What follows belongs to an exercise in optimizing a design on an open flow for small area, a short achievable clock period and few clock cycles; a production flow would make more cautious choices.
The RTL was checked by simulation tests, not by an equivalence proof against the original design.
Power and IR drop assume default switching activity.

Setup of raven:
==> flow/design.v <==
module accumulator (
    input wire clk,            
    input wire rst,            
    input wire ld_ac,          
    input wire [7:0] data_in,  
    output reg [7:0] acc_out   
);
    always @(posedge clk or posedge rst) begin
        if (rst)
            acc_out <= 8'h00;
        else if (ld_ac)
            acc_out <= data_in;
    end
endmodule
module address_mux (
    input wire dbg,
    input wire [4:0] pc,
    input wire [4:0] dbg_addr,
    output wire [4:0] faddr
);
    assign faddr = dbg ? dbg_addr : pc;
endmodule
module alu (
    input wire [7:0] in_a,        
    input wire [7:0] in_b,        
    input wire [1:0] opcode,      
    output reg [7:0] alu_out
);
    always @(*) begin
        case (opcode)
            2'd2: alu_out = in_a + in_b;    
            2'd3: alu_out = in_a & in_b;    
            2'd0: alu_out = in_a ^ in_b;    
            default: alu_out = in_b;        
        endcase
    end
endmodule
module controller (
    input wire clk,
    input wire rst,
    input wire [2:0] opcode,       
    input wire [4:0] operand,
    input wire [7:0] acc,
    input wire [4:0] pc,
    input wire [4:0] sto_addr,     
    output reg [1:0] eop,          
    output reg halt,               
    output wire load0,             
    output wire ld_ac,             
    output wire wr,                
    output wire is_jmp,            
    output wire dbg_sel,           
    output wire fwd_r,             
    output wire fwd_e,             
    output wire fwd_o,             
    output wire r_sto              
);
    localparam [2:0]
        HLT = 3'd0, SKZ = 3'd1, ADD = 3'd2, AND = 3'd3,
        XOR = 3'd4, LDA = 3'd5, STO = 3'd6, NOP = 3'd7;
    reg run, ld;
    reg e_ld, e_sto, e_skz;
    wire valid = run | ld;
    assign load0 = rst | ~valid;
    assign ld_ac = e_ld;
    assign wr    = e_sto;
    wire   annul = e_skz & (acc == 8'h00);        
    wire   r_ok  = valid & ~annul & ~halt;        
    assign is_jmp  = r_ok & (opcode == NOP);
    assign r_sto   = r_ok & (opcode == STO);
    assign dbg_sel = halt;
    assign fwd_r = r_sto & (pc == operand);
    assign fwd_e = wr & (pc == sto_addr);
    assign fwd_o = wr & (operand == sto_addr);
    always @(posedge clk or posedge rst) begin
        if (rst) begin
            run   <= 1'b0;
            halt  <= 1'b0;
            e_ld  <= 1'b0;
            e_sto <= 1'b0;
            e_skz <= 1'b0;
        end else begin
            run   <= 1'b1;
            if (!halt) begin
                halt  <= r_ok & (opcode == HLT);
                e_ld  <= r_ok & (opcode == ADD || opcode == AND ||
                                 opcode == XOR || opcode == LDA);
                e_sto <= r_ok & (opcode == STO);
                e_skz <= r_ok & (opcode == SKZ);
            end
        end
    end
    always @(posedge clk) begin
        ld   <= load0;
        eop <= opcode[1:0];
    end
endmodule
module instruction_reg (
    input wire clk,
    input wire load0,
    input wire prog_fwd,         
    input wire [7:0] prog_data,
    input wire [7:0] mem0,
    input wire fwd_r,
    input wire [7:0] acc_next,
    input wire fwd_e,
    input wire [7:0] acc,
    input wire [7:0] fdata,
    input wire jmp,              
    input wire r_sto,
    input wire fwd_o,
    input wire [7:0] odata,
    output reg [7:0] ir,
    output reg [7:0] opr
);
    wire s_load = load0;
    wire s_acc  = ~load0 & (jmp ? fwd_o : (fwd_r | fwd_e));
    wire s_odat = ~load0 & jmp & ~fwd_o;
    wire s_fdat = ~load0 & ~jmp & ~fwd_r & ~fwd_e;
    wire [7:0] ldata = prog_fwd ? prog_data : mem0;
    always @(posedge clk)
        ir <= ({8{s_load}} & ldata) | ({8{s_acc}} & acc_next) |
              ({8{s_odat}} & odata) | ({8{s_fdat}} & fdata);
    wire o_acc = ~r_sto & fwd_o;
    wire o_dat = ~r_sto & ~fwd_o;
    always @(posedge clk)
        opr <= ({8{r_sto}} & {3'b000, ir[4:0]}) | ({8{o_acc}} & acc) |
               ({8{o_dat}} & odata);
endmodule
module memory (
    input wire clk,
    input wire wr,
    input wire [4:0] waddr,
    input wire [7:0] wdata,
    input wire prog_we,
    input wire [4:0] prog_addr,
    input wire [7:0] prog_data,
    input wire [4:0] faddr,
    output wire [7:0] fdata,
    input wire [4:0] oaddr,
    output wire [7:0] odata,
    output wire [7:0] mem0
);
    reg [7:0] mem [0:31];
    always @(posedge clk) begin
        if (prog_we)
            mem[prog_addr] <= prog_data;
        else if (wr)
            mem[waddr] <= wdata;
    end
    assign fdata = mem[faddr];
    assign odata = mem[oaddr];
    assign mem0  = mem[0];
endmodule
module program_counter (
    input wire clk,
    input wire load0,           
    input wire jmp,
    input wire [4:0] operand,   
    output reg [4:0] pc         
);
    always @(posedge clk) begin
        if (load0)
            pc <= 5'd1;
        else
            pc <= (jmp ? operand : pc) + 5'd1;
    end
endmodule
module cpu_top (
    input wire clk,           
    input wire rst,           
    input wire prog_we,       
    input wire [4:0] prog_addr,  
    input wire [7:0] prog_data,  
    input wire [4:0] dbg_addr,   
    output wire halt,         
    output wire [7:0] accum,  
    output wire [7:0] dbg_data   
);
    wire [7:0] ir;            
    wire [4:0] pc;            
    wire [7:0] acc, acc_next, opr;
    wire [1:0] eop;           
    wire [2:0] opcode  = ir[7:5];
    wire [4:0] operand = ir[4:0];
    wire load0, ld_ac, wr, is_jmp, dbg_sel;
    wire fwd_r, fwd_e, fwd_o, r_sto;
    wire [4:0] faddr;
    wire [7:0] fdata, odata, mem0, alu_out;
    controller ctrl (
        .clk(clk), .rst(rst), .opcode(opcode), .operand(operand),
        .acc(acc), .pc(pc), .sto_addr(opr[4:0]),
        .eop(eop), .halt(halt), .load0(load0), .ld_ac(ld_ac),
        .wr(wr), .is_jmp(is_jmp), .dbg_sel(dbg_sel),
        .fwd_r(fwd_r), .fwd_e(fwd_e), .fwd_o(fwd_o), .r_sto(r_sto)
    );
    address_mux amux (
        .dbg(dbg_sel), .pc(pc), .dbg_addr(dbg_addr), .faddr(faddr)
    );
    program_counter pcr (
        .clk(clk), .load0(load0), .jmp(is_jmp), .operand(operand),
        .pc(pc)
    );
    memory mem (
        .clk(clk), .wr(wr), .waddr(opr[4:0]), .wdata(acc),
        .prog_we(prog_we), .prog_addr(prog_addr), .prog_data(prog_data),
        .faddr(faddr), .fdata(fdata), .oaddr(operand), .odata(odata),
        .mem0(mem0)
    );
    instruction_reg irr (
        .clk(clk), .load0(load0), .prog_fwd(prog_we && prog_addr == 5'd0),
        .prog_data(prog_data), .mem0(mem0),
        .fwd_r(fwd_r), .acc_next(acc_next), .fwd_e(fwd_e), .acc(acc),
        .fdata(fdata), .jmp(is_jmp), .r_sto(r_sto), .fwd_o(fwd_o), .odata(odata),
        .ir(ir), .opr(opr)
    );
    alu alu_inst (
        .in_a(acc), .in_b(opr), .opcode(eop), .alu_out(alu_out)
    );
    assign acc_next = ld_ac ? alu_out : acc;
    accumulator accr (
        .clk(clk), .rst(rst), .ld_ac(ld_ac), .data_in(alu_out), .acc_out(acc)
    );
    assign accum = acc;
    assign dbg_data = ir;
endmodule
==> flow/config.mk <==
export PLATFORM = sky130hd
export DESIGN_NAME = cpu_top
export DESIGN_NICKNAME = cpu_top
export VERILOG_FILES = /design/flow/design.v
export SDC_FILE = /design/flow/constraint.sdc
export NUM_CORES = 4
export LEC_CHECK = 0
export ABC_CLOCK_PERIOD_IN_PS = 2000
export CAP_MARGIN = 20
export CORE_MARGIN = 2
export CORE_UTILIZATION = 40
export CTS_CLUSTER_DIAMETER = 100
export CTS_CLUSTER_SIZE = 24
export SETUP_SLACK_MARGIN = 2.5
export SLEW_MARGIN = 20
==> flow/constraint.sdc <==
create_clock -name core_clock -period 5.0 [get_ports {clk}]
set_input_delay 1.0000 -clock core_clock [delete_from_list [all_inputs] [get_ports {clk}]]
set_output_delay 1.0000 -clock core_clock [all_outputs]
set_load 0.01 [all_outputs]
run.sh (not shown) runs the stock make flow with config.mk's settings and CLKGATE_MAP_FILE= SYNTH_SCRIPT=/design/flow/synth_recipe.tcl, a recipe that flattens the netlist after the stock synthesis.
Testbench counts of raven, summed over its fixed seeds: cycles 33,875.
Input changes introduced in violet (baseline for comparison: raven):
# raven
export LEC_CHECK = 0
export ABC_CLOCK_PERIOD_IN_PS = 2000
export CAP_MARGIN = 20
export CORE_MARGIN = 2
export CORE_UTILIZATION = 40
export CTS_CLUSTER_DIAMETER = 100
export CTS_CLUSTER_SIZE = 24
export SETUP_SLACK_MARGIN = 2.5
export SLEW_MARGIN = 20
create_clock -name core_clock -period 5.0 [get_ports {clk}]
# violet
export LEC_CHECK = 0
export ABC_CLOCK_PERIOD_IN_PS = 2000
export CAP_MARGIN = 20
export CORE_MARGIN = 2
export CORE_UTILIZATION = 40
export CTS_CLUSTER_DIAMETER = 100
export CTS_CLUSTER_SIZE = 24
export GPL_ROUTABILITY_DRIVEN = 0
export SETUP_SLACK_MARGIN = 2.5
export SLEW_MARGIN = 20
create_clock -name core_clock -period 5.0 [get_ports {clk}]
==> flow/flow/run.sh (new file) <==
#!/bin/bash
# Standard layout, with plain buffers (buf_2) instead of delay cells on the ports.
set -euo pipefail
export BUFFER_PORTS_ARGS="-buffer_cell sky130_fd_sc_hd__buf_2"
bash standard.sh > standard.log 2>&1
==> flow/standard.sh (new file) <==
#!/bin/bash
# synth_recipe.tcl (not shown) runs the flow's synth.tcl, then flattens the netlist and writes it again
# the make line also repeats each setting of config.mk as NAME=value (left out here)
make -C /OpenROAD-flow-scripts/flow DESIGN_CONFIG=/design/flow/config.mk WORK_HOME=/design/flow/orfs CLKGATE_MAP_FILE= SYNTH_SCRIPT=/design/flow/synth_recipe.tcl "${@:-finish}"
removed: flow/run.sh
==> results.txt <==
Against raven as the reference, violet delivers a lower routed wire length. violet ended up with mem.mem[18][7] as its timing endpoint of the critical path; raven ended up with mem.mem[26][1]. Side by side, non-clock buffer count turned out lower in violet than in raven. Setup WNS raven -> violet: worse. violet vs raven — power consumption dropped by a few percent.
Input-level comparison between sierra and violet:
# violet
export LEC_CHECK = 0
export ABC_CLOCK_PERIOD_IN_PS = 2000
export CAP_MARGIN = 20
export CORE_MARGIN = 2
export CORE_UTILIZATION = 40
export CTS_CLUSTER_DIAMETER = 100
export CTS_CLUSTER_SIZE = 24
export GPL_ROUTABILITY_DRIVEN = 0
export SETUP_SLACK_MARGIN = 2.5
export SLEW_MARGIN = 20
create_clock -name core_clock -period 5.0 [get_ports {clk}]
# sierra
export LEC_CHECK = 0
export ABC_CLOCK_PERIOD_IN_PS = 2000
export CAP_MARGIN = 20
export CORE_MARGIN = 2
export CORE_UTILIZATION = 40
export CTS_CLUSTER_DIAMETER = 100
export CTS_CLUSTER_SIZE = 24
export SETUP_SLACK_MARGIN = 2.7
export SLEW_MARGIN = 20
create_clock -name core_clock -period 5.0 [get_ports {clk}]
Notes after the runs:
Of violet and sierra, the lower cell leakage power belongs to violet. Detailed-routed wire length on met2 ended up 760 um higher on sierra than on violet. sierra vs. violet: combinational-cell power consumption grew by 15%, worst slack on hold paths held steady, setup slack grew by 0.15 ns, combinational group share of total power grew by 2.9 points. Lower total non-filler cell area in the finished layout among violet and sierra: violet. Compared with violet, sierra shows a higher register-to-register path setup slack. The run showing the greater clock power is sierra.
## Diff of input files: amber against sierra
# sierra
export LEC_CHECK = 0
export ABC_CLOCK_PERIOD_IN_PS = 2000
export CAP_MARGIN = 20
export CORE_MARGIN = 2
export CORE_UTILIZATION = 40
export CTS_CLUSTER_DIAMETER = 100
export CTS_CLUSTER_SIZE = 24
export SETUP_SLACK_MARGIN = 2.7
export SLEW_MARGIN = 20
create_clock -name core_clock -period 5.0 [get_ports {clk}]
# amber
export LEC_CHECK = 0
export ABC_CLOCK_PERIOD_IN_PS = 2000
export CAP_MARGIN = 20
export CORE_MARGIN = 2
export CORE_UTILIZATION = 40
export CTS_CLUSTER_DIAMETER = 100
export CTS_CLUSTER_SIZE = 24
export SETUP_SLACK_MARGIN = 2.5
export SLEW_MARGIN = 20
create_clock -name core_clock -period 5.0 [get_ports {clk}]
[summary]
amber finished every step from synthesis to the final layout, and the layout passed the timing, DRC and antenna checks.
Compared with sierra, in amber static leakage has decreased, half-perimeter wire length after placement has decreased.
Critical path startpoint: ctrl.halt -> sierra, prog_we -> amber
Of amber and sierra, the higher transition time at the pin with the least slew margin belongs to sierra.
Capturing element of the worst setup path = irr.ir[5]: sierra; capturing element of the worst setup path = mem.mem[18][7]: amber

========
Another version of the RTL of cpu_top (not shown whole).
Size: roughly 280 flip-flops, ~0.015 sq mm of cells after synthesis.
export LEC_CHECK = 0
export ABC_CLOCK_PERIOD_IN_PS = 2000
export CAP_MARGIN = 20
export CORE_MARGIN = 2
export CORE_UTILIZATION = 40
export SETUP_SLACK_MARGIN = 2.0
export SLEW_MARGIN = 20
create_clock -name core_clock -period 5.0 [get_ports {clk}]
Stock flow here: none of the scripts above is used.
Testbench counts at the start, summed over its fixed seeds: cycles 32,731.
Then changed:
- CORE_UTILIZATION: 40 -> 60
Critical path depth is unchanged.
Final cell count came out lower by 10%.
Maximum frequency came out lower by 1.2%.
Worst setup slack got worse by 0.043 ns.
Sequential share of layout area came out higher by 1.6 points.
Area after synthesis is unchanged.
Wire length came out lower by 9.3%.
Final area came out lower by 3.5%.
Worst hold slack got worse by 0.025 ns.
Synthesized cell count does not change.
Non-clock buffer count came out lower by 28.
Then changed:
- ABC_CLOCK_PERIOD_IN_PS: 2000 -> not set
- CORE_UTILIZATION: 60 -> 40
- SETUP_SLACK_MARGIN: 2.0 -> not set
Outcome:
- synthesized area is unchanged
- worst setup slack got worse by 0.67 ns
- synthesized cell count is unchanged
- cell count went up by 7.5%
- via count drops by 4.4%
- global-route usage came out lower by 13 points

========
cpu_top, a different RTL version from the one above (not shown whole).
Size in the first run: roughly 1100 cells after synthesis, ~38 I/O pins, roughly 15000 um2 of cells after synthesis.
export LEC_CHECK = 0
export ABC_CLOCK_PERIOD_IN_PS = 2000
export CAP_MARGIN = 20
export CORE_MARGIN = 2
export CORE_UTILIZATION = 40
export CTS_CLUSTER_DIAMETER = 100
export CTS_CLUSTER_SIZE = 30
export SETUP_SLACK_MARGIN = 3.0
export SLEW_MARGIN = 20
create_clock -name core_clock -period 5.0 [get_ports {clk}]
standard.sh (not shown) runs the stock make flow with config.mk's settings and CLKGATE_MAP_FILE= SYNTH_SCRIPT=/design/flow/synth_recipe.tcl, a recipe that flattens the netlist after the stock synthesis.
==> flow/flow/run.sh <==
#!/bin/bash
# Standard layout, with plain buffers (buf_2) instead of delay cells on the ports.
set -euo pipefail
export BUFFER_PORTS_ARGS="-buffer_cell sky130_fd_sc_hd__buf_2"
bash standard.sh > standard.log 2>&1
Testbench counts at the start, summed over its fixed seeds: cycles 33,875.
Rerun with:
==> flow/run.sh (new file) <==
#!/bin/bash
# synth_recipe.tcl (not shown) runs the flow's synth.tcl, then flattens the netlist and writes it again
# the make line also repeats each setting of config.mk as NAME=value (left out here)
make -C /OpenROAD-flow-scripts/flow DESIGN_CONFIG=/design/flow/config.mk WORK_HOME=/design/flow/orfs CLKGATE_MAP_FILE= SYNTH_SCRIPT=/design/flow/synth_recipe.tcl finish
- CTS_BUF_LIST: default -> sky130_fd_sc_hd__clkbuf_4 sky130_fd_sc_hd__clkbuf_8
- CTS_CLUSTER_DIAMETER: 100 -> default
- CTS_CLUSTER_SIZE: 30 -> default
- SETUP_SLACK_MARGIN: 3.0 -> 2.0
removed: flow/flow/run.sh
removed: flow/standard.sh
Effect: Fmax is lower by 9.8%; synthesized area is unchanged; critical path depth is lower by 5; total power is higher by 0.35%.
Rerun with:
==> flow/flow/run.sh (new file) <==
#!/bin/bash
# Standard layout, with plain buffers (buf_2) instead of delay cells on the ports.
set -euo pipefail
export BUFFER_PORTS_ARGS="-buffer_cell sky130_fd_sc_hd__buf_2"
bash standard.sh > standard.log 2>&1
==> flow/standard.sh (new file) <==
#!/bin/bash
# synth_recipe.tcl (not shown) runs the flow's synth.tcl, then flattens the netlist and writes it again
# the make line also repeats each setting of config.mk as NAME=value (left out here)
make -C /OpenROAD-flow-scripts/flow DESIGN_CONFIG=/design/flow/config.mk WORK_HOME=/design/flow/orfs CLKGATE_MAP_FILE= SYNTH_SCRIPT=/design/flow/synth_recipe.tcl "${@:-finish}"
- CTS_BUF_LIST: sky130_fd_sc_hd__clkbuf_4 sky130_fd_sc_hd__clkbuf_8 -> default
- CTS_CLUSTER_DIAMETER: default -> 100
- CTS_CLUSTER_SIZE: default -> 30
- SETUP_SLACK_MARGIN: 2.0 -> 2.5
removed: flow/run.sh
After rerunning:
- The new run went through all stages and came out clean
- design area grows by 1.7%
- cell count shrinks by 2.2%
- clock power shrinks by 37%
- global-route usage shrinks by 0.30 points
- die area does not change
- power shrinks by 7.1%
- area after synthesis does not change
- via count shrinks by 1.1%
Rerun with:
==> flow/run.sh (new file) <==
#!/bin/bash
# synth_recipe.tcl (not shown) runs the flow's synth.tcl, then flattens the netlist and writes it again
# the make line also repeats each setting of config.mk as NAME=value (left out here)
make -C /OpenROAD-flow-scripts/flow DESIGN_CONFIG=/design/flow/config.mk WORK_HOME=/design/flow/orfs CLKGATE_MAP_FILE= SYNTH_SCRIPT=/design/flow/synth_recipe.tcl finish
- ABC_CLOCK_PERIOD_IN_PS: 2000 -> 1500
- CORE_UTILIZATION: 40 -> 60
- CTS_CLUSTER_DIAMETER: 100 -> default
- CTS_CLUSTER_SIZE: 30 -> default
- SETUP_SLACK_MARGIN: 2.5 -> 3.0
removed: flow/flow/run.sh
removed: flow/standard.sh
The new run finished with timing, DRC and antenna clean; final cell count came out lower by 1.6%; global-route usage grows by 16 points; critical path depth shrinks by 1; combinational power increases by 29%; synthesized cell count does not change; worst setup slack is worse by 140 ps; die area came out lower by 33%; total power rises by 26%; routed wire length is higher by 14%; maximum frequency drops by 5.1%; cell area rises by 14%.
Rerun with:
==> flow/flow/run.sh (new file) <==
#!/bin/bash
# Standard layout, with plain buffers (buf_2) instead of delay cells on the ports.
set -euo pipefail
export BUFFER_PORTS_ARGS="-buffer_cell sky130_fd_sc_hd__buf_2"
bash standard.sh > standard.log 2>&1
==> flow/standard.sh (new file) <==
#!/bin/bash
# synth_recipe.tcl (not shown) runs the flow's synth.tcl, then flattens the netlist and writes it again
# the make line also repeats each setting of config.mk as NAME=value (left out here)
make -C /OpenROAD-flow-scripts/flow DESIGN_CONFIG=/design/flow/config.mk WORK_HOME=/design/flow/orfs CLKGATE_MAP_FILE= SYNTH_SCRIPT=/design/flow/synth_recipe.tcl "${@:-finish}"
- ABC_CLOCK_PERIOD_IN_PS: 1500 -> 2000
- CORE_UTILIZATION: 60 -> 40
- SETUP_SLACK_MARGIN: 3.0 -> 2.0
removed: flow/run.sh
Result: Power went down by 10%; routed wire length went down by 14%; count of clock-buffer cells in the layout went down by 12; final area went down by 15%; synthesized area stays the same; setup slack degrades by 170 ps; via count went down by 13%; clock power went up by about 4%; die area went up by 49%.
Rerun with:
==> flow/run.sh (new file) <==
#!/bin/bash
# synth_recipe.tcl (not shown) runs the flow's synth.tcl, then flattens the netlist and writes it again
# the make line also repeats each setting of config.mk as NAME=value (left out here)
make -C /OpenROAD-flow-scripts/flow DESIGN_CONFIG=/design/flow/config.mk WORK_HOME=/design/flow/orfs CLKGATE_MAP_FILE= SYNTH_SCRIPT=/design/flow/synth_recipe.tcl finish
removed: flow/flow/run.sh
removed: flow/standard.sh
Result:
- routed wire length came out higher by 1.4%
- worst hold slack is better by 22 ps
- core utilization came out higher by 0.34 points
- first-iteration DRC count came out lower by 22%
- worst setup slack is worse by 10 ps
- final cell count came out higher by 0.91%
- final area came out higher by 0.74%
- count of clock-buffer cells in the layout came out higher by 8
- sequential share of layout area came out lower by 0.37 points
- flip-flop and latch count stays the same
- total power came out lower by 4.5%

[re-timing with driven ports]
The results above use ideal ports. As a check the final layouts listed here were re-extracted and re-timed, cells and wires unchanged. Step 1 assumes that a clkbuf_16 drives the clock port and a buf_2 every other input. Step 2 also shifts input and output timing later by t, the mid clock arrival at the registers, as if the neighbouring blocks saw the same clock. a / b / c = no drivers / after step 1 / after step 2; a / b = the first two.
| run | t (ns) | setup slack, ns | clock arrival spread, ns | pins driven straight from the clock port |
|---|---|---|---|---|
| raven | 0.567 | 2.480 / 2.484 / 1.942 | 0.025 / 0.026 | 1 |
| violet | 0.560 | 2.433 / 2.457 / 1.897 | 0.024 / 0.025 | 1 |
| sierra | 0.566 | 2.582 / 2.582 / 2.068 | 0.018 / 0.018 | 1 |
| amber | 0.560 | 2.433 / 2.457 / 1.897 | 0.024 / 0.025 | 1 |
| the first run of note 2 | 0.614 | 1.479 / 1.479 / 1.459 | 0.016 / 0.016 | 1 |
| the second run of note 2 | 0.611 | 1.436 / 1.436 / 1.436 | 0.031 / 0.031 | 1 |
| the third run of note 2 | 0.607 | 0.769 / 0.769 / 0.769 | 0.030 / 0.029 | 1 |
| the first run of note 3 | 0.571 | 2.298 / 2.298 / 1.823 | 0.029 / 0.029 | 1 |
| the second run of note 3 | 0.634 | 2.005 / 1.978 / 1.398 | 0.031 / 0.030 | 1 |
| the third run of note 3 | 0.562 | 2.346 / 2.346 / 1.868 | 0.020 / 0.019 | 1 |
| the fourth run of note 3 | 0.575 | 2.202 / 2.227 / 1.651 | 0.019 / 0.019 | 1 |
| the fifth run of note 3 | 0.629 | 2.032 / 2.032 / 1.442 | 0.020 / 0.021 | 1 |
| the sixth run of note 3 | 0.619 | 2.022 / 1.971 / 1.427 | 0.017 / 0.017 | 1 |
After both steps every run listed still meets setup and hold. The setup slack of the second run of note 3, which loses most, moves by -0.027 ns with the drivers and by -0.607 ns with both steps.
